Context: an optimization exercise on an open-source flow, tuned for small area and a short achievable clock period. The choices shown serve that exercise and are no tape-out recipe.
The RTL was checked by simulation tests, not by an equivalence proof against the original design.
No driver is modelled on the clock port, so clocking that relies on it looks cheaper here than on a real chip.
Power is estimated from default activity; no workload was simulated.

## flow/design.v (module list and top-level ports; edited modules follow where they fit)
// module int16to8: 19 lines
// module add_fa: 6 lines
// module add_ha: 6 lines
// module add_xnor: 6 lines
// module add_or: 6 lines
// module mult_core_fast: 5298 lines
module mult_core_fast (
    input                iclk        ,
    input                irst        ,
    input        [71:0]  idata       ,
    input        [71:0]  idata_kernel,
    input                icalc_en    ,
    output logic [7:0]   odata       ,
    output logic         odata_valid
);
  // ...
==> flow/flow/run.sh <==
#!/bin/bash
set -euo pipefail
export BUFFER_PORTS_ARGS="-buffer_cell sky130_fd_sc_hd__buf_1"
bash standard.sh cts > orfs_to_cts.log 2>&1
R=orfs/results/sky130hd/mult_core_fast/base
export SKEW_IN=$R/4_1_cts.odb
export SKEW_OUT=$R/4_1_cts.odb
export SKEW_CLASSES="rp_* sky130_fd_sc_hd__clkdlybuf4s50_1 sky130_fd_sc_hd__clkdlybuf4s50_1 sky130_fd_sc_hd__clkbuf_1 ; rt3_* sky130_fd_sc_hd__clkdlybuf4s50_1 ; rs_* sky130_fd_sc_hd__clkbuf_1"
openroad -no_splash -exit flow/skew.tcl > skew.log 2>&1
cp $R/4_1_cts.odb $R/4_cts.odb
HOLD_SLACK_MARGIN=0.1 SETUP_SLACK_MARGIN=5.65 bash standard.sh > orfs_finish.log 2>&1
==> flow/flow/skew.tcl <==
# Useful skew for internal register-to-register paths.
# Delays the clock of the registers named in SKEW_CLASSES by putting a chain of
# clock buffers between their leaf clock net and their clock pins, one chain per
# leaf net and class. Only registers whose inputs and outputs are other
# registers (no port paths) are listed.
# env: SKEW_IN, SKEW_OUT (odb files), SKEW_CLASSES: "pattern cell cell ... ; pattern cell ..."
# (the listed cells make the delay; a clkbuf sized for the sink count is added last)
read_db $::env(SKEW_IN)
set db [ord::get_db]
set block [ord::get_db_block]
set classes {}
foreach spec [split $::env(SKEW_CLASSES) ";"] {
  set spec [string trim $spec]
  if {$spec eq ""} continue
  lappend classes $spec
}
set n 0
set nets {}
foreach net [$block getNets] {
  if {[$net getSigType] eq "CLOCK"} { lappend nets $net }
}
foreach net $nets {
  foreach spec $classes {
    set pat [lindex $spec 0]
    set cells [lrange $spec 1 end]
    set sinks {}
    foreach it [$net getITerms] {
      if {[[$it getMTerm] getName] ne "CLK"} continue
      if {[string match $pat [[$it getInst] getName]]} { lappend sinks $it }
    }
    if {[llength $sinks] == 0} continue
    # centroid of the sinks
    set sx 0; set sy 0
    foreach it $sinks {
      set b [[$it getInst] getBBox]
      set sx [expr {$sx + [$b xMin]}]; set sy [expr {$sy + [$b yMin]}]
    }
    set cx [expr {int($sx / [llength $sinks])}]; set cy [expr {int($sy / [llength $sinks])}]
    set drv $net
    # the last buffer drives the sinks: size it by their number
    set k [llength $sinks]
    if {$k <= 8} { set last sky130_fd_sc_hd__clkbuf_4 } elseif {$k <= 18} { set last sky130_fd_sc_hd__clkbuf_8 } else { set last sky130_fd_sc_hd__clkbuf_16 }
    foreach cell [concat $cells $last] {
      set m [$db findMaster $cell]
      incr n
      set inst [odb::dbInst_create $block $m "skewbuf_$n"]
      set onet [odb::dbNet_create $block "skewnet_$n"]
      $onet setSigType CLOCK
      [$inst findITerm A] connect $drv
      [$inst findITerm X] connect $onet
      $inst setLocation $cx $cy
      $inst setPlacementStatus PLACED
      set drv $onet
    }
    foreach it $sinks {
      $it disconnect
      $it connect $drv
    }
    puts "skew: net [$net getName] class $pat: [llength $sinks] sinks behind [llength $cells] buffers"
  }
}
detailed_placement
check_placement -verbose
write_db $::env(SKEW_OUT)
==> flow/standard.sh <==
#!/bin/bash
# synth_recipe.tcl (not shown) runs the flow's synth.tcl, then flattens the netlist and writes it again
# the make line also repeats each setting of config.mk as NAME=value (left out here)
make -C /OpenROAD-flow-scripts/flow DESIGN_CONFIG=/design/flow/config.mk WORK_HOME=/design/flow/orfs CLKGATE_MAP_FILE= SYNTH_SCRIPT=/design/flow/synth_recipe.tcl "${@:-finish}"
==> flow/config.mk <==
export PLATFORM = sky130hd
export DESIGN_NAME = mult_core_fast
export DESIGN_NICKNAME = mult_core_fast
export VERILOG_FILES = /design/flow/design.v
export SDC_FILE = /design/flow/constraint.sdc
export NUM_CORES = 4
export LEC_CHECK = 0
export CAP_MARGIN = 20
export CORE_MARGIN = 2
export CORE_UTILIZATION = 80
export CTS_CLUSTER_DIAMETER = 100
export CTS_CLUSTER_SIZE = 30
export SLEW_MARGIN = 20
export SYNTH_HIERARCHICAL = 1
==> flow/constraint.sdc <==
create_clock -name core_clock -period 8.5 [get_ports {iclk}]
set_input_delay 1.7000 -clock core_clock [delete_from_list [all_inputs] [get_ports {iclk}]]
set_output_delay 1.7000 -clock core_clock [all_outputs]
set_load 0.01 [all_outputs]
==> flow_summary.ini, run 1 <==
[floorplanning]
design.core.area_sq_um = 31700
dieArea_sq_um = 33800
die_h_um = 184

[timing]
hold_viol = 2
min_period_ps = 3470
setup_ws_ps = 5030
hold_slack_ps = -62.9
timing.final.crit_share_pct = 40.8

[logic_synthesis]
synth_edf_count = 0
synthCells = 2542
synthMuxAreaShare_pct = 1.20
synthAdderAreaFrac_pct = 36.7
ys.flop_type = dfxtp_1
yosysUniqueCellTypes = 50

[run_status]
run_status = failed layout checks
so_faults = hold timing

[place]
finalWeightedCongestion = 0.884
placedCellCount = 2950

[finish]
nNonClkInverters = 3
largest_cell_class = multi-input gates
layout_common_cells = 617 x nand2_1, 375 x fa_1, 310 x dfxtp_1
finalNetCount = 3433
nFlopsAndLatches = 374

[power]
power_density_nw_per_um2 = 369
cellInternalPower_mw = 5.99

[cts]
cts_max_level = 1
hold_buffers = 0

[setup_path]
path_cells = nand2_1 > xnor2_1 > fa_1 > ha_1 > o21ai_0 > o211ai_1 > o21ai_0 > xor2_1

[global_route]
grtUsageMet3_pct = 4.75
==> run 2, diff against run 1 <==
--- a/flow/config.mk
+++ b/flow/config.mk
@@ -7,8 +7,8 @@
 export LEC_CHECK = 0
 export CAP_MARGIN = 20
 export CORE_MARGIN = 2
-export CORE_UTILIZATION = 80
+export CORE_UTILIZATION = 72
 export CTS_CLUSTER_DIAMETER = 100
-export CTS_CLUSTER_SIZE = 30
+export CTS_CLUSTER_SIZE = 25
 export SLEW_MARGIN = 20
 export SYNTH_HIERARCHICAL = 1
==> flow_summary.ini, run 2 <==
[logic_synthesis]
synth-async-reset-ratio_pct = 0
synth_seq_cells = 374
ys_warn_count = 7
ys.flop_type = dfxtp_1
synthCells = 2542
synth_commonest_cells = 617 x nand2_1, 375 x fa_1, 374 x dfxtp_1, 151 x ha_1, 135 x clkbuf_1
yosys.area.top_type = fa_1
syn-num-nets = 3215
yosysMostFrequentCell = nand2_1
yosysUniqueCellTypes = 50
netlist_top_cells_area = fa_1 29%, dfxtp_1 29%, nand2_1 9.0%, ha_1 7.3%, xnor2_1 3.7%
synth.avg_cell_area_sq_um = 10.2
syn-cell-area_sq_um = 25900
yosysTopAreaCellShare_pct = 29.0
yosysSeqAreaShare_pct = 28.9
synth_edf_count = 0

[place]
dp.final_hpwl_um = 42500
place_area_sq_um = 26400
portBuffers = 155
finalWeightedCongestion = 0.897

[setup_path]
cp.arrival_ps = 4440
path_buf_inv = 0
cpPeakStageDelay_ps = 510
critPathCaptureType = flop
path_class = reg -> reg
cp_common_cell = fa_1
crit_slowest_cell = fa_1
cp_max_fo = 8
crit_required_ps = 10160
timing.rr.start = rin_46
cpLargestDelayFamily = adder cells
setup.worst_path.start = rin_46
path_cells = nand2_1 > fa_1 > fa_1 > fa_1 > fa_1 > ha_1 > nor3b_1 > o211ai_1 > mux2i_2 > a21oi_1 > a31oi_2
cp-start-kind = flop

[floorplanning]
core.rowCount = 69
die_h_um = 194
start_util_pct = 72.9
fp.dieW_um = 194
design.core.area_sq_um = 35500
dieArea_sq_um = 37500
ios = 156

[global_route]
overflow = 0
grt_pass1_wl_um = 91200
grt_use_total_pct = 29.6
grt_max_degree = 25
first_global_vias = 19530
antenna_found_initial = 0

[worst_hold_path]
hold_path.class = reg -> reg
hp-start = rin_87

[finish]
antennaDiodeCount = 0
layout_common_cells = 617 x nand2_1, 375 x fa_1, 308 x dfxtp_1
syn_to_final_growth_pct = 11.5
layout_commonest_cell = nand2_1
largest_reg_flops = 5
finalNetCount = 3426
top_register = valid_pipe
drive_above_1_share_pct = 6.31
stdcell_area_sq_um = 28800

[power]
power_density_nw_per_um2 = 352
p_total_mw = 10.1
vdd_drop_max_mv = 0.289
power.leakage_nw = 10.8

[cts]
cts.sinks = 374
cts_root_buffer = clkbuf_16
cts_tree = built
clk_path_buf_depth = 3
clk_latency_ps = 1800
path_clk_slew_ps = 90
cts_made_buffers = 19
cts_max_level = 1

[timing]
rsz0062_at_grt = true
max_freq_mhz = 359
clock_skew_ps = 1280
setup_violations = 0
min_period_ps = 2790
tightest_slew_ps = 428
drv_slew = 0
timing.final.crit_share_pct = 32.8
max_slew_margin_pct = 71.4
fin_setup_tns_ps = 0
hold_viol = 0

[detailed_routing]
wirelength_um = 56200
drt-initial-drc-count = 937
wl_per_cell_um = 17.5
via_count = 18977
routed_via_density = 5.90
firstDrtPassIters = 7
antenna_left = 0
drc_errors = 0

[run_status]
run_status = timing/DRC/antenna clean

[flow_run]
maxCapViolations = 0
==> run 2: changes by cell type in the layout (fill, tap and decap cells not counted), moves of 2 or more <==
cell	before	now
dlygate4sd3_1	124	103
clkbuf_4	13	19
clkdlybuf4s50_1	31	37
ha_1	149	145
ha_2	2	6
o22ai_1	8	12
o22ai_2	4	0
clkbuf_1	15	18
clkbuf_16	17	19
dfxtp_1	310	308
mux2i_1	18	20
mux2i_2	3	1
==> run 2: metrics by stage <==
| stage | worst slack, ps | util [%] | hold slack, ps | cells |
|---|---|---|---|---|
| 4_1_cts | 4370 | 76.1 | 452 | 3035 |
| 5_1_grt | 5590 | 81.3 | 96.3 | 3219 |
| 6_report | 5710 | 81.3 | 48.9 | 3219 |
| 2_1_floorplan | 4740 | - | 414 | 2542 |
| 3_5_place_dp | 4400 | 74.5 | 441 | 3009 |
| 3_3_place_gp | 4540 | 74.5 | 428 | 3009 |
==> run 2: modules after synthesis, one instance, submodules excluded <==
module          cells inside  flops+latches  times used
add_ha                     1              0         149
add_fa                     1              0         375
add_xnor                   1              0          63
int16to8                  17              0           9
add_or                     1              0          63
mult_core_fast          1739            374           1
==> run 2: area by class of cell <==
type,instances,area (sq um)
Tap cell,461,577
Timing Repair Buffer,259,1620
Fill cell,2191,6650
Sequential cell,374,7570
Inverter,3,11.3
Multi-Input combinational cell,2016,17800
Clock buffer,22,517
Clock inverter,4,51.3
Buffer,80,663
==> run 2: path summary, 6_finish.rpt <==
| check | end | slack, ps | depth (start not counted) |
|---|---|---|---|
| worst max-delay path | rp_2523 | 5710 | 11 |
| worst min-delay path | rp_2553 | 50 | 4 |
| worst max register to register | rp_2523 | 5710 | 11 |
| worst min register to register | rp_2553 | 50 | 4 |
==> run 2: report_power, final <==
| group | switching (mW) | leakage (nW) | total, mW | internal (mW) |
|---|---|---|---|---|
| Clock | 0.723 | 0.580 | 1.68 | 0.953 |
| Sequential | 0.548 | 3.15 | 2.98 | 2.43 |
| Combinational | 2.91 | 7.07 | 5.49 | 2.58 |
| Total | 4.18 | 10.8 | 10.1 | 5.96 |
==> run 2: worst reg2reg max path, cell delays in order, from the launching register on <==
cell and delay (ps):
dfxtp_1 480, nand2_1 110, fa_1 460, fa_1 410, fa_1 510, fa_1 410
ha_1 400, nor3b_1 290, o211ai_1 180, mux2i_2 270, a21oi_1 120, a31oi_2 270
==> run 2: metal layers <==
metal	share of wire [%]	GRT usage, %	vias to the layer above
li1	-	-	8847
met4	3.0	9.87	0
met1	41	38.6	9411
met5	0	0	-
met2	52	51.6	587
met3	4.6	3.70	132
==> run 2: logic make-up (layout without fill, tap and decap cells) <==
group	after synthesis	after routing	synth area share (%)
buffers and inverters	152	368	2.35
AO/OA/AOI/OAI	269	269	7.15
multiplexers	30	30	1.20
AND/OR/NAND/NOR	1019	1019	18.1
XOR/XNOR	163	163	5.52
adder cells (fa/ha/maj)	535	535	36.7
flip-flops	374	374	28.9
==> run 2: what timing repair did <==
action	in CTS	in global routing
buffers inserted	0	1
endpoints found under the setup margin	0	31
resized for setup	0	80
hold buffers	0	103
endpoints found under the hold margin	0	49
==> run 3, diff against run 2 <==
--- a/flow/flow/run.sh
+++ b/flow/flow/run.sh
@@ -8,4 +8,4 @@
 export SKEW_CLASSES="rp_* sky130_fd_sc_hd__clkdlybuf4s50_1 sky130_fd_sc_hd__clkdlybuf4s50_1 sky130_fd_sc_hd__clkbuf_1 ; rt3_* sky130_fd_sc_hd__clkdlybuf4s50_1 ; rs_* sky130_fd_sc_hd__clkbuf_1"
 openroad -no_splash -exit flow/skew.tcl > skew.log 2>&1
 cp $R/4_1_cts.odb $R/4_cts.odb
-HOLD_SLACK_MARGIN=0.1 SETUP_SLACK_MARGIN=5.65 bash standard.sh > orfs_finish.log 2>&1
+HOLD_SLACK_MARGIN=0.05 SETUP_SLACK_MARGIN=5.65 bash standard.sh > orfs_finish.log 2>&1
--- a/flow/config.mk
+++ b/flow/config.mk
@@ -7,8 +7,8 @@
 export LEC_CHECK = 0
 export CAP_MARGIN = 20
 export CORE_MARGIN = 2
-export CORE_UTILIZATION = 72
+export CORE_UTILIZATION = 65
 export CTS_CLUSTER_DIAMETER = 100
-export CTS_CLUSTER_SIZE = 25
+export CTS_CLUSTER_SIZE = 30
 export SLEW_MARGIN = 20
 export SYNTH_HIERARCHICAL = 1
==> flow_summary.ini, run 3 <==
[run_status]
run_status = failed layout checks
so_faults = hold timing

[power]
p_total_mw = 9.70
vdd_drop_max_mv = 0.197
power.leakage_nw = 10.6
power_density_nw_per_um2 = 341

[timing]
hold_slack_ps = -13.2
clock_skew_ps = 1260
fin_setup_tns_ps = 0
rsz0062_at_grt = true
max_slew_margin_pct = 72.5
drv_slew = 0
timing.final.crit_share_pct = 32.8
tightest_slew_ps = 412
max_freq_mhz = 359
hold_viol = 4
setup_ws_ps = 5720
setup_violations = 0
min_period_ps = 2780

[global_route]
busiest_layer = met2
overflow = 0
antenna_found_initial = 0
use_met1_pct = 35.6
grt_use_total_pct = 26.5
grtUsageMet3_pct = 2.68
grt_pass1_wl_um = 88900
use_met2_pct = 45.8
first_global_vias = 18776
grt_max_degree = 31

[floorplanning]
ios = 156
fp.dieW_um = 204
start_util_pct = 65.4
die_h_um = 204
dieArea_sq_um = 41400
design.core.area_sq_um = 39500
core.rowCount = 73

[cts]
cts.sinks = 374
cts_root_buffer = clkbuf_16
clk_path_buf_depth = 3
cts_max_level = 1
cts_made_buffers = 17
clk_latency_ps = 1780
path_clk_slew_ps = 100
cts_tree = built

[setup_path]
setup.worst_path.start = ro_2893
cp.arrival_ps = 1080
critPathCaptureType = primary output
path_class = reg -> out
crit_slowest_cell = dfxtp_1
crit_required_ps = 6800
cp_max_fo = 1
timing.rr.start = rin_82
r2r_cells = 11
worstReg2RegEnd = rp_2552
path_depth = 1
cp-start-kind = flop
cpLargestDelayFamily = flip-flops
regToRegSetupSlack_ps = 5720
cpPeakStageDelay_ps = 390
path_buf_inv = 1
critPathCapture = odata[3]
path_cells = buf_1

[detailed_routing]
via_count = 18336
antenna_left = 0
wirelength_um = 53700
firstDrtPassIters = 5
drc_errors = 0
wl_per_cell_um = 16.6
drt-initial-drc-count = 1043
routed_via_density = 5.65

[finish]
seqCellArea_sq_um = 7590
syn_to_final_growth_pct = 10.1
drive_above_1_share_pct = 6.14
finalNetCount = 3387
finalNonFillerCells = 3243
layout_commonest_cell = nand2_1
utilization_pct = 72.0
top_register = valid_pipe
antennaDiodeCount = 0
multi_input_area_sq_um = 17800
layout_common_cells = 617 x nand2_1, 375 x fa_1, 303 x dfxtp_1
largest_reg_flops = 5
n_fill_cell = 2927

[place]
placedCellCount = 3073
finalWeightedCongestion = 0.898
portBuffers = 155
dp.final_hpwl_um = 42000
detailedPlace.worstSlack_ps = 4410

[logic_synthesis]
yosysMostFrequentCell = nand2_1
synthAdderAreaFrac_pct = 36.7
synth_compound_area_share_pct = 7.15
syn-num-nets = 3215
synthMuxAreaShare_pct = 1.20
synth-async-reset-ratio_pct = 0
synth_seq_cells = 374
synth_top_family_by_area = adder cells
synth_commonest_cells = 617 x nand2_1, 375 x fa_1, 374 x dfxtp_1, 151 x ha_1, 135 x clkbuf_1
netlist_top_cells_area = fa_1 29%, dfxtp_1 29%, nand2_1 9.0%, ha_1 7.3%, xnor2_1 3.7%
synthCells = 2542
yosys.area_share.simple_pct = 18.1
syn-cell-area_sq_um = 25900
yosysTopAreaCellShare_pct = 29.0
synth_edf_count = 0
ys_warn_count = 7
synth_xor_area_share_pct = 5.52
ys.flop_type = dfxtp_1
yosysUniqueCellTypes = 50
synth.avg_cell_area_sq_um = 10.2
yosysSeqAreaShare_pct = 28.9
yosys.area.top_type = fa_1

[worst_hold_path]
hold_path.class = reg -> reg
hp-start = rin_126

[flow_run]
maxCapViolations = 0
-- run 3: cell counts after synthesis --
Identical to the previous run, type by type.
-- run 3: power breakdown --
| group | leakage (nW) | internal (mW) | switching (mW) |
|---|---|---|---|
| logic | 6.97 | 2.45 | 2.77 |
| clock network | 0.497 | 0.804 | 0.706 |
| registers | 3.15 | 2.43 | 0.539 |
| total | 10.6 | 5.68 | 4.02 |
-- run 3: cells by family (layout without fill, tap and decap cells) --
family,count (synthesis),count (layout)
adder cells (fa/ha/maj),535,535
buffers and inverters,152,328
AND/OR/NAND/NOR,1019,1019
XOR/XNOR,163,163
flip-flops,374,374
AO/OA/AOI/OAI,269,269
multiplexers,30,30
-- run 3: per-layer routing --
layer	wire length [um]	part of all wire (%)	up-vias
met1	23300	43	9045
met2	26900	50	464
met3	2250	4.2	82
met4	1200	2.2	0
li1	-	-	8745
met5	0	0	-
-- run 3: cell type report --
type / count / area share (%)
inverter: 3 / 0.0395
clock inverter: 5 / 0.211
clock buffer: 18 / 1.51
tap: 525 / 2.31
buffer: 70 / 2.04
sequential: 374 / 26.6
multi-input combinational: 2016 / 62.5
timing repair buffer: 232 / 4.75
-- run 3: worst min path at each step --
stage,to,slack [ps],cells after the start
after global routing,rp_2564,50,5
after global placement,valid_pipe[4],430,1
final,rp_2570,-10,6
after CTS,valid_pipe[3],460,1
after detailed placement,valid_pipe[1],430,1
after floorplan,valid_pipe[1],410,1
-- run 3: through the flow --
step / hold slack [ps] / area, sq um
final: -13.2 / 28500
after detailed placement: 435 / 26500
after floorplan: 414 / 25900
after global routing: 52.1 / 28500
after CTS: 461 / 27000
after global placement: 435 / 26500
-- run 3: repair_timing --
| action | CTS | global route |
|---|---|---|
| hold endpoints to repair | 0 | 34 |
| hold buffers | 0 | 77 |
| buffers inserted | 0 | 0 |
| gates resized for setup | 0 | 82 |
| setup endpoints to repair | 0 | 28 |
-- run 3: modules after synthesis (local to each module, per instance) --
module,cells,copies in the design,flops+latches
mult_core_fast,1739,1,374
add_fa,1,375,0
add_xnor,1,63,0
add_or,1,63,0
add_ha,1,149,0
int16to8,17,9,0
==> run 4, diff against run 3 <==
==> flow/flow/run.sh (replaced) <==
#!/bin/bash
set -euo pipefail
export BUFFER_PORTS_ARGS="-buffer_cell sky130_fd_sc_hd__buf_1"
bash standard.sh cts > orfs_to_cts.log 2>&1
R=orfs/results/sky130hd/mult_core_fast/base
export SKEW_IN=$R/4_1_cts.odb
export SKEW_OUT=$R/4_1_cts.odb
export SKEW_CLASSES="rp_* sky130_fd_sc_hd__clkdlybuf4s50_1 sky130_fd_sc_hd__clkdlybuf4s50_1 sky130_fd_sc_hd__clkbuf_1 sky130_fd_sc_hd__clkbuf_1 ; rt3_* sky130_fd_sc_hd__clkdlybuf4s50_1 ; rs_* sky130_fd_sc_hd__clkbuf_1"
openroad -no_splash -exit flow/skew.tcl > skew.log 2>&1
cp $R/4_1_cts.odb $R/4_cts.odb
HOLD_SLACK_MARGIN=0.1 SETUP_SLACK_MARGIN=5.8 bash standard.sh > orfs_finish.log 2>&1
==> flow_summary.ini, run 4 <==
[global_route]
grt_use_total_pct = 26.5
antenna_found_initial = 0
grtUsageMet3_pct = 2.76
overflow = 0
grt_pass1_wl_um = 89000
use_met1_pct = 35.6
first_global_vias = 18811
grt_max_degree = 31
busiest_layer = met2
use_met2_pct = 45.8

[run_status]
run_status = failed layout checks
so_faults = hold timing

[detailed_routing]
drt-initial-drc-count = 1154
routed_via_density = 5.62
antenna_left = 0
via_count = 18913
wirelength_um = 56000
firstDrtPassIters = 5
wl_per_cell_um = 16.6
drc_errors = 0

[place]
portBuffers = 155
dp.final_hpwl_um = 42000
place_area_sq_um = 26500
finalWeightedCongestion = 0.898

[power]
vdd_drop_max_mv = 0.204
power_density_nw_per_um2 = 345
power.leakage_nw = 11.1

[timing]
max_freq_mhz = 363
tightest_slew_ps = 422
drv_slew = 0
hold_slack_ps = -50.5
max_slew_margin_pct = 71.9
fin_setup_tns_ps = 0
hold_viol = 3
rsz0062_at_grt = true
clock_skew_ps = 1420
setup_violations = 0
timing.final.crit_share_pct = 32.4
min_period_ps = 2750

[cts]
cts_tree = built
path_clk_slew_ps = 100
clk_path_buf_depth = 3
cts.sinks = 374
cts_made_buffers = 17
cts_max_level = 1
clk_latency_ps = 1940
cts_root_buffer = clkbuf_16

[logic_synthesis]
synth_edf_count = 0
yosys.area.top_type = fa_1
syn-cell-area_sq_um = 25900
syn-num-nets = 3215
netlist_top_cells_area = fa_1 29%, dfxtp_1 29%, nand2_1 9.0%, ha_1 7.3%, xnor2_1 3.7%
synth_seq_cells = 374
ys_warn_count = 7
ys.flop_type = dfxtp_1
yosysSeqAreaShare_pct = 28.9
synth.avg_cell_area_sq_um = 10.2
synthCells = 2542
synth_commonest_cells = 617 x nand2_1, 375 x fa_1, 374 x dfxtp_1, 151 x ha_1, 135 x clkbuf_1
synth-async-reset-ratio_pct = 0
yosysTopAreaCellShare_pct = 29.0
yosysUniqueCellTypes = 50
yosysMostFrequentCell = nand2_1

[floorplanning]
core.rowCount = 73
design.core.area_sq_um = 39500
fp.dieW_um = 204
start_util_pct = 65.4
ios = 156
die_h_um = 204
dieArea_sq_um = 41400

[finish]
antennaDiodeCount = 0
stdcell_area_sq_um = 29900
largest_reg_flops = 5
drive_above_1_share_pct = 8.55
layout_commonest_cell = nand2_1
layout_common_cells = 617 x nand2_1, 375 x fa_1, 259 x dfxtp_1
top_register = valid_pipe
syn_to_final_growth_pct = 15.4
n_fill_cell = 2726
finalNetCount = 3511

[flow_run]
maxCapViolations = 0

[setup_path]
cp.arrival_ps = 3850
crit_required_ps = 9590
critPathCaptureType = flop
cp-start-kind = flop
cp_max_fo = 3
path_class = reg -> reg

[worst_hold_path]
hold_path.class = reg -> reg
==> run 4: cell count changes in the layout (fill, tap and decap cells not counted), moves of 3 or more <==
cell	change
buf_4	+4
buf_1	-9
dfxtp_1	-44
dfxtp_4	+11
dfxtp_2	+33
dlygate4sd3_1	+108
o31ai_1	-3
ha_2	+9
buf_6	+5
clkbuf_1	+12
ha_1	-9
==> run 4: path summary, 6_finish.rpt <==
| check | start | endpoint | slack, ps | cells after the start |
|---|---|---|---|---|
| setup reg to reg | rp_2517 | rt3_2687 | 5750 | 5 |
| hold reg to reg | rin_39 | rp_2520 | -50 | 8 |
| hold / removal | rin_39 | rp_2520 | -50 | 8 |
| setup / recovery | rp_2517 | rt3_2687 | 5750 | 5 |
==> run 4: power breakdown <==
| part | internal, mW | switching (mW) |
|---|---|---|
| clock network | 0.827 | 0.726 |
| logic | 2.86 | 2.92 |
| registers | 2.44 | 0.544 |
| total | 6.12 | 4.19 |
==> run 4: worst max-delay path: stages (launching register included) <==
cell and delay, ps:
dfxtp_2 360, o31ai_2 230, a31oi_1 120, maj3_2 330, a211o_4 360, fa_1 500
==> run 4: modules after synthesis, one instance, submodules excluded <==
module          flops+latches  cells inside  cell area (sq um)  copies in the design
add_fa                      0             1               20.0                   375
add_ha                      0             1               12.5                   149
add_or                      0             1               6.26                    63
add_xnor                    0             1               8.76                    63
int16to8                    0            17               96.3                     9
mult_core_fast            374          1739              14700                     1
==> run 4: layer usage <==
metal  wire, um  vias to the layer above
li1           -                     8988
met1      24000                     9331
met2      28500                      499
met3       2240                       95
met4       1220                        0
met5          0                        -
==> run 4: cells by family after synthesis <==
kind of cell	count (synthesis)	share of synthesized area, %
xor+xnor	163	5.52
compound gates	269	7.15
flops	374	28.9
simple gates	1019	18.1
buf+inv	152	2.35
mux	30	1.20
fa+ha+maj	535	36.7
==> run 4: per-stage QoR <==
step                hold WS (ps)  cells  total power [mW]  setup WS [ps]  utilization (%)
finish                     -50.5   3367              10.3           5750             75.5
CTS                          461   3096              9.09           4370             68.3
global route                71.7   3367              11.3           5690             75.5
global placement             435   3073              7.92           4520             67.0
detailed placement           435   3073              8.10           4410             67.0
floorplan                    414   2542              6.82           4740                -
==> run 4: final cells by class <==
class                   count  area, sq um  share of cell area (%)
multi-input cells        2016        17900                    60.0
flip-flops and latches    374         7670                    25.7
clock inverters             5         60.1                   0.201
well taps                 525          657                    2.20
clock buffers              18          429                    1.44
inverters                   3         11.3                  0.0377
plain buffers              82          626                    2.10
repair buffers            344         2510                    8.39
==> run 4: timing repair <==
item                       CTS  global route
hold buffers                 0           185
hold endpoints to repair     0            81
gates resized for setup      0           181
setup endpoints to repair    0            54
setup buffers                0             4
==> run 5, diff against run 4 <==
--- a/flow/flow/run.sh
+++ b/flow/flow/run.sh
@@ -8,4 +8,4 @@
 export SKEW_CLASSES="rp_* sky130_fd_sc_hd__clkdlybuf4s50_1 sky130_fd_sc_hd__clkdlybuf4s50_1 sky130_fd_sc_hd__clkbuf_1 sky130_fd_sc_hd__clkbuf_1 ; rt3_* sky130_fd_sc_hd__clkdlybuf4s50_1 ; rs_* sky130_fd_sc_hd__clkbuf_1"
 openroad -no_splash -exit flow/skew.tcl > skew.log 2>&1
 cp $R/4_1_cts.odb $R/4_cts.odb
-HOLD_SLACK_MARGIN=0.1 SETUP_SLACK_MARGIN=5.8 bash standard.sh > orfs_finish.log 2>&1
+HOLD_SLACK_MARGIN=0.2 SETUP_SLACK_MARGIN=5.8 bash standard.sh > orfs_finish.log 2>&1
==> flow_summary.ini, run 5 <==
[logic_synthesis]
synth_seq_cells = 374
yosysSeqAreaShare_pct = 28.9
yosysUniqueCellTypes = 50
synth-async-reset-ratio_pct = 0
synth.avg_cell_area_sq_um = 10.2
yosys.area.top_type = fa_1
synthCells = 2542
netlist_top_cells_area = fa_1 29%, dfxtp_1 29%, nand2_1 9.0%, ha_1 7.3%, xnor2_1 3.7%
yosysTopAreaCellShare_pct = 29.0
syn-cell-area_sq_um = 25900
synth_commonest_cells = 617 x nand2_1, 375 x fa_1, 374 x dfxtp_1, 151 x ha_1, 135 x clkbuf_1
synth_edf_count = 0
ys_warn_count = 7
syn-num-nets = 3215
yosysMostFrequentCell = nand2_1
ys.flop_type = dfxtp_1

[global_route]
antenna_found_initial = 0
overflow = 0
first_global_vias = 18811
grt_pass1_wl_um = 89000
grt_use_total_pct = 26.5
grt_max_degree = 31

[finish]
drive_above_1_share_pct = 8.39
layout_common_cells = 617 x nand2_1, 375 x fa_1, 259 x dfxtp_1
top_register = valid_pipe
stdcell_area_sq_um = 30400
largest_reg_flops = 5
layout_commonest_cell = nand2_1
antennaDiodeCount = 0
syn_to_final_growth_pct = 17.6
finalNonFillerCells = 3423
finalNetCount = 3567

[timing]
drv_slew = 0
hold_viol = 0
timing.final.crit_share_pct = 31.9
max_slew_margin_pct = 72.3
rsz0062_at_grt = true
clock_skew_ps = 1390
tightest_slew_ps = 415
setup_violations = 0
max_freq_mhz = 369
fin_setup_tns_ps = 0
min_period_ps = 2710

[setup_path]
r2r_cells = 8
path_class = reg -> out
critPathCaptureType = primary output
crit_required_ps = 6800
cp_max_fo = 1
cp-start-kind = flop
crit_slowest_cell = dfxtp_2
path_cells = buf_6
worstReg2RegEnd = rp_2534
regToRegSetupSlack_ps = 5820
cp.arrival_ps = 1010
cpLargestDelayFamily = flip-flops
path_buf_inv = 1
cpPeakStageDelay_ps = 380
path_depth = 1
timing.rr.start = rin_77

[worst_hold_path]
hold_path.class = reg -> reg
holdPathStages = 7
hp-start = rin_126
min_to = rp_2570

[power]
power.leakage_nw = 11.3
power_density_nw_per_um2 = 347
power_frac_comb_pct = 57.0
cellInternalPower_mw = 6.29
swShare_pct = 40.3
clkPwrFrac_pct = 14.7
p_switching_mw = 4.25
vdd_drop_max_mv = 0.204
seqPwrFrac_pct = 28.2

[cts]
cts_tree = built
path_clk_slew_ps = 100
clk_latency_ps = 1910
cts.sinks = 374
cts_max_level = 1
cts_root_buffer = clkbuf_16
cts_made_buffers = 17
clk_path_buf_depth = 3

[detailed_routing]
drt-initial-drc-count = 1147
antenna_left = 0
drc_errors = 0
via_count = 19196
firstDrtPassIters = 6
wl_per_cell_um = 16.7
wirelength_um = 57100
routed_via_density = 5.61

[floorplanning]
fp.dieW_um = 204
die_h_um = 204
ios = 156
dieArea_sq_um = 41400
core.rowCount = 73
start_util_pct = 65.4
design.core.area_sq_um = 39500

[place]
finalWeightedCongestion = 0.898
portBuffers = 155
place_area_sq_um = 26500
dp.final_hpwl_um = 42000
placedCellCount = 3073

[flow_run]
maxCapViolations = 0

[run_status]
run_status = timing/DRC/antenna clean
==> run 5: area by class of cell <==
cell class	instances	area, sq um
fill	2660	9130
inverter	3	11.3
buffer	82	626
timing repair buffer	400	3070
multi-input combinational	2016	17900
clock buffer	18	429
clock inverter	5	60.1
sequential	374	7670
tap	525	657
==> run 5: through the flow <==
| stage | utilization (%) | setup WS, ps | power [mW] | hold WS (ps) |
|---|---|---|---|---|
| after global routing | 76.9 | 5720 | 11.5 | 126 |
| after detailed placement | 67.0 | 4410 | 8.10 | 435 |
| final | 76.9 | 5790 | 10.5 | 68.1 |
| after floorplan | - | 4740 | 6.82 | 414 |
| after global placement | 67.0 | 4520 | 7.92 | 435 |
| after CTS | 68.3 | 4370 | 9.09 | 461 |
==> run 5: per-layer routing <==
| metal | GRT usage, % | share of wire, % | wire length [um] | vias up |
|---|---|---|---|---|
| met5 | 0 | 0 | 0 | - |
| met4 | 7.56 | 2.1 | 1200 | 0 |
| met3 | 2.76 | 3.6 | 2060 | 89 |
| met2 | 45.8 | 51 | 29200 | 444 |
| met1 | 35.6 | 43 | 24600 | 9550 |
| li1 | - | - | - | 9113 |
==> run 5: repair_timing <==
item	CTS	global route
endpoints found under the setup margin	0	54
resized for setup	0	181
hold endpoints to repair	0	93
buffers inserted	0	4
hold buffers	0	241
==> run 5: power groups by stage <==
stage	clock network (mW)	registers, mW	logic [mW]
2_1_floorplan	0	2.73	4.09
3_3_place_gp	0	2.99	4.94
3_5_place_dp	0	3.00	5.10
4_1_cts	0.979	2.96	5.15
5_1_grt	1.67	3.04	6.79
6_report	1.55	2.98	6.01
==> run 5: logic make-up after synthesis <==
family	count (synthesis)	synth area share [%]
buffers and inverters	152	2.35
xor gates and xnor gates	163	5.52
adders and majority gates	535	36.7
AOI/OAI and AO/OA	269	7.15
muxes	30	1.20
and+or+nand+nor	1019	18.1
DFF	374	28.9
==> run 5: worst max-delay path by stage <==
| stage | slack [ps] | start | to |
|---|---|---|---|
| 2_1_floorplan | 4740 | rin_34 | rp_2522 |
| 5_1_grt | 5720 | rp_2527 | rt3_2693 |
| 3_3_place_gp | 4520 | rin_48 | rp_2523 |
| 4_1_cts | 4370 | rin_34 | rp_2523 |
| 3_5_place_dp | 4410 | rin_34 | rp_2523 |
| 6_report | 5790 | ro_2893 | odata[3] |
==> run 5: Yosys stat by module (local to each module, per instance) <==
module / cell area, sq um / cells / flops+latches / times used
mult_core_fast: 14700 / 1739 / 374 / 1
add_xnor: 8.76 / 1 / 0 / 63
add_ha: 12.5 / 1 / 0 / 149
add_or: 6.26 / 1 / 0 / 63
add_fa: 20.0 / 1 / 0 / 375
int16to8: 96.3 / 17 / 0 / 9
==> run 6, diff against run 5 <==
--- a/flow/flow/run.sh
+++ b/flow/flow/run.sh
@@ -8,4 +8,4 @@
 export SKEW_CLASSES="rp_* sky130_fd_sc_hd__clkdlybuf4s50_1 sky130_fd_sc_hd__clkdlybuf4s50_1 sky130_fd_sc_hd__clkbuf_1 sky130_fd_sc_hd__clkbuf_1 ; rt3_* sky130_fd_sc_hd__clkdlybuf4s50_1 ; rs_* sky130_fd_sc_hd__clkbuf_1"
 openroad -no_splash -exit flow/skew.tcl > skew.log 2>&1
 cp $R/4_1_cts.odb $R/4_cts.odb
-HOLD_SLACK_MARGIN=0.2 SETUP_SLACK_MARGIN=5.8 bash standard.sh > orfs_finish.log 2>&1
+HOLD_SLACK_MARGIN=0.2 SETUP_SLACK_MARGIN=5.65 bash standard.sh > orfs_finish.log 2>&1
==> flow_summary.ini, run 6 <==
[power]
power.leakage_nw = 11.2
vdd_drop_max_mv = 0.202
power_density_nw_per_um2 = 347

[detailed_routing]
firstDrtPassIters = 7
routed_via_density = 5.61
antenna_left = 0
wl_met1_um = 24200
drc_errors = 0
highest_layer = met4
via_count = 19091
wirelength_um = 56600
wl_met2_um = 28900
wl_per_cell_um = 16.6
drt-initial-drc-count = 1118
dr_wl_met3_um = 2310

[setup_path]
cp_max_fo = 1
cpPeakStageDelay_ps = 390
critPathCaptureType = primary output
path_depth = 1
regToRegSetupSlack_ps = 5720
critPathCapture = odata[2]
path_buf_inv = 1
path_cells = buf_1
r2r_cells = 11
crit_slowest_cell = dfxtp_1
crit_required_ps = 6800
cpLargestDelayFamily = flip-flops
cp.arrival_ps = 1090
cp-start-kind = flop
path_class = reg -> out
timing.rr.start = rin_84
worstReg2RegEnd = rp_2552
setup.worst_path.start = ro_2892

[run_status]
run_status = timing/DRC/antenna clean

[timing]
max_freq_mhz = 358
fin_setup_tns_ps = 0
hold_viol = 0
rsz0062_at_grt = true
min_period_ps = 2790
setup_violations = 0
tightest_slew_ps = 415
clock_skew_ps = 1380
timing.final.crit_share_pct = 32.8
max_slew_margin_pct = 72.4
hold_slack_ps = 115
drv_slew = 0

[finish]
layout_commonest_cell = nand2_1
finalNetCount = 3549
syn_to_final_growth_pct = 15.8
drive_above_1_share_pct = 4.20
antennaDiodeCount = 0
layout_common_cells = 617 x nand2_1, 375 x fa_1, 344 x dfxtp_1
utilization_pct = 75.7
largest_reg_flops = 5
stdcell_area_sq_um = 29900
finalNonFillerCells = 3405
n_fill_cell = 2721
top_register = valid_pipe

[logic_synthesis]
ys.flop_type = dfxtp_1
yosysMostFrequentCell = nand2_1
synth_edf_count = 0
synth.avg_cell_area_sq_um = 10.2
yosysSeqAreaShare_pct = 28.9
ys_warn_count = 7
yosysUniqueCellTypes = 50
synth-async-reset-ratio_pct = 0
synthCells = 2542
syn-num-nets = 3215
netlist_top_cells_area = fa_1 29%, dfxtp_1 29%, nand2_1 9.0%, ha_1 7.3%, xnor2_1 3.7%
yosys.area.top_type = fa_1
yosysTopAreaCellShare_pct = 29.0
synth_seq_cells = 374
synth_commonest_cells = 617 x nand2_1, 375 x fa_1, 374 x dfxtp_1, 151 x ha_1, 135 x clkbuf_1
syn-cell-area_sq_um = 25900

[global_route]
overflow = 0
grt_max_degree = 31
first_global_vias = 18811
grt_pass1_wl_um = 89000
antenna_found_initial = 0
grt_use_total_pct = 26.5

[worst_hold_path]
hold_path.class = reg -> reg

[cts]
path_clk_slew_ps = 100
cts_made_buffers = 17
cts_root_buffer = clkbuf_16
clk_path_buf_depth = 3
cts.sinks = 374
cts_tree = built
clk_latency_ps = 1900
cts_max_level = 1
cts_post_setup_buffers_inserted = 0

[floorplanning]
fp.dieW_um = 204
dieArea_sq_um = 41400
start_util_pct = 65.4
core.rowCount = 73
design.core.area_sq_um = 39500
ios = 156
die_h_um = 204

[place]
finalWeightedCongestion = 0.898
place_area_sq_um = 26500
placedCellCount = 3073
portBuffers = 155
dp.final_hpwl_um = 42000

[flow_run]
maxCapViolations = 0
run 6: cell counts after synthesis:
Identical to the previous run, type by type.
run 6: worst min path at each step:
stage	start	to	slack [ps]	cells past startpoint
2_1_floorplan	valid_pipe[0]	valid_pipe[1]	410	1
6_report	rin_33	rp_2519	110	8
3_5_place_dp	valid_pipe[0]	valid_pipe[1]	430	1
3_3_place_gp	valid_pipe[3]	valid_pipe[4]	430	1
5_1_grt	rin_35	rp_2515	200	7
4_1_cts	valid_pipe[2]	valid_pipe[3]	460	1
run 6: what timing repair did:
action / 4_1_cts / 5_1_grt
hold buffers: 0 / 227
endpoints found under the setup margin: 0 / 19
gates resized for setup: 0 / 32
hold endpoints to repair: 0 / 92
run 6: metal layers:
layer	track usage [%]	vias to the layer above
met2	45.8	484
met4	7.56	0
met3	2.76	97
met1	35.6	9450
met5	0	-
li1	-	9060
run 6: per-module statistics from Yosys, one instance, submodules excluded:
| module | flip-flops and latches | area, sq um | cells | times used |
|---|---|---|---|---|
| add_or | 0 | 6.26 | 1 | 63 |
| int16to8 | 0 | 96.3 | 17 | 9 |
| add_fa | 0 | 20.0 | 1 | 375 |
| add_ha | 0 | 12.5 | 1 | 149 |
| mult_core_fast | 374 | 14700 | 1739 | 1 |
| add_xnor | 0 | 8.76 | 1 | 63 |
run 6: power breakdown:
| part | internal (mW) | leakage, nW | switching (mW) |
|---|---|---|---|
| registers | 2.43 | 3.15 | 0.538 |
| logic | 2.93 | 7.52 | 2.94 |
| clock network | 0.827 | 0.511 | 0.723 |
| total | 6.18 | 11.2 | 4.20 |
run 6: metrics by stage:
stage | power (mW) | setup slack [ps]
after floorplan | 6.82 | 4740
after global placement | 7.92 | 4520
after detailed placement | 8.10 | 4410
after CTS | 9.09 | 4370
after global routing | 11.3 | 5540
final | 10.4 | 5710
run 6: logic make-up after synthesis:
logic type / after synthesis / share of synthesized area, %
DFF: 374 / 28.9
and+or+nand+nor: 1019 / 18.1
xor gates and xnor gates: 163 / 5.52
buffers and inverters: 152 / 2.35
AOI/OAI and AO/OA: 269 / 7.15
muxes: 30 / 1.20
adders and majority gates: 535 / 36.7
run 6: layout make-up:
class | count | area, sq um | area share, %
clock buffers | 18 | 429 | 1.43
inverters | 3 | 11.3 | 0.0376
repair buffers | 382 | 2850 | 9.53
multi-input cells | 2016 | 17800 | 59.4
flip-flops and latches | 374 | 7520 | 25.1
clock inverters | 5 | 60.1 | 0.201
well taps | 525 | 657 | 2.19
plain buffers | 82 | 626 | 2.09

[what the ideal ports hide]
The results above use ideal ports. As a check the final layouts listed here were re-extracted and re-timed, cells and wires unchanged. Step 1: set_driving_cell puts a clkbuf_16 on iclk and a buf_2 on each other input, an assumption about the parent block. Step 2, shift: input delay + t, output delay - t, t = (earliest + latest rising clock arrival at the registers) / 2. This alone moves slack from input paths to output paths. a / b / c = no drivers / after step 1 / after step 2; a / b = the first two.
run	t, ns	setup WS [ns]	hold slack, ns	worst setup path at the end	latest minus earliest clock arrival (ns)
run 1	1.232	5.033 / 5.033 / 5.033	-0.063 / -0.063 / -0.063	register to register	1.385 / 1.385
run 2	1.197	5.713 / 5.692 / 5.713	0.049 / 0.049 / 0.049	register to register	1.313 / 1.312
run 3	1.192	5.715 / 5.656 / 5.723	-0.013 / -0.013 / -0.013	register to register	1.294 / 1.294
run 4	1.276	5.748 / 5.731 / 5.727	-0.051 / -0.051 / -0.051	input to register	1.457 / 1.457
run 5	1.259	5.787 / 5.728 / 5.742	0.068 / 0.068 / 0.068	input to register	1.422 / 1.421
run 6	1.255	5.710 / 5.651 / 5.720	0.115 / 0.115 / 0.115	register to register	1.414 / 1.414
In every run listed the clock reaches the registers at very different times; t lies between them, and the last value is a rough guide only. The setup slack of run 5, which loses most, moves by -0.059 ns with the drivers and by -0.045 ns with both steps.
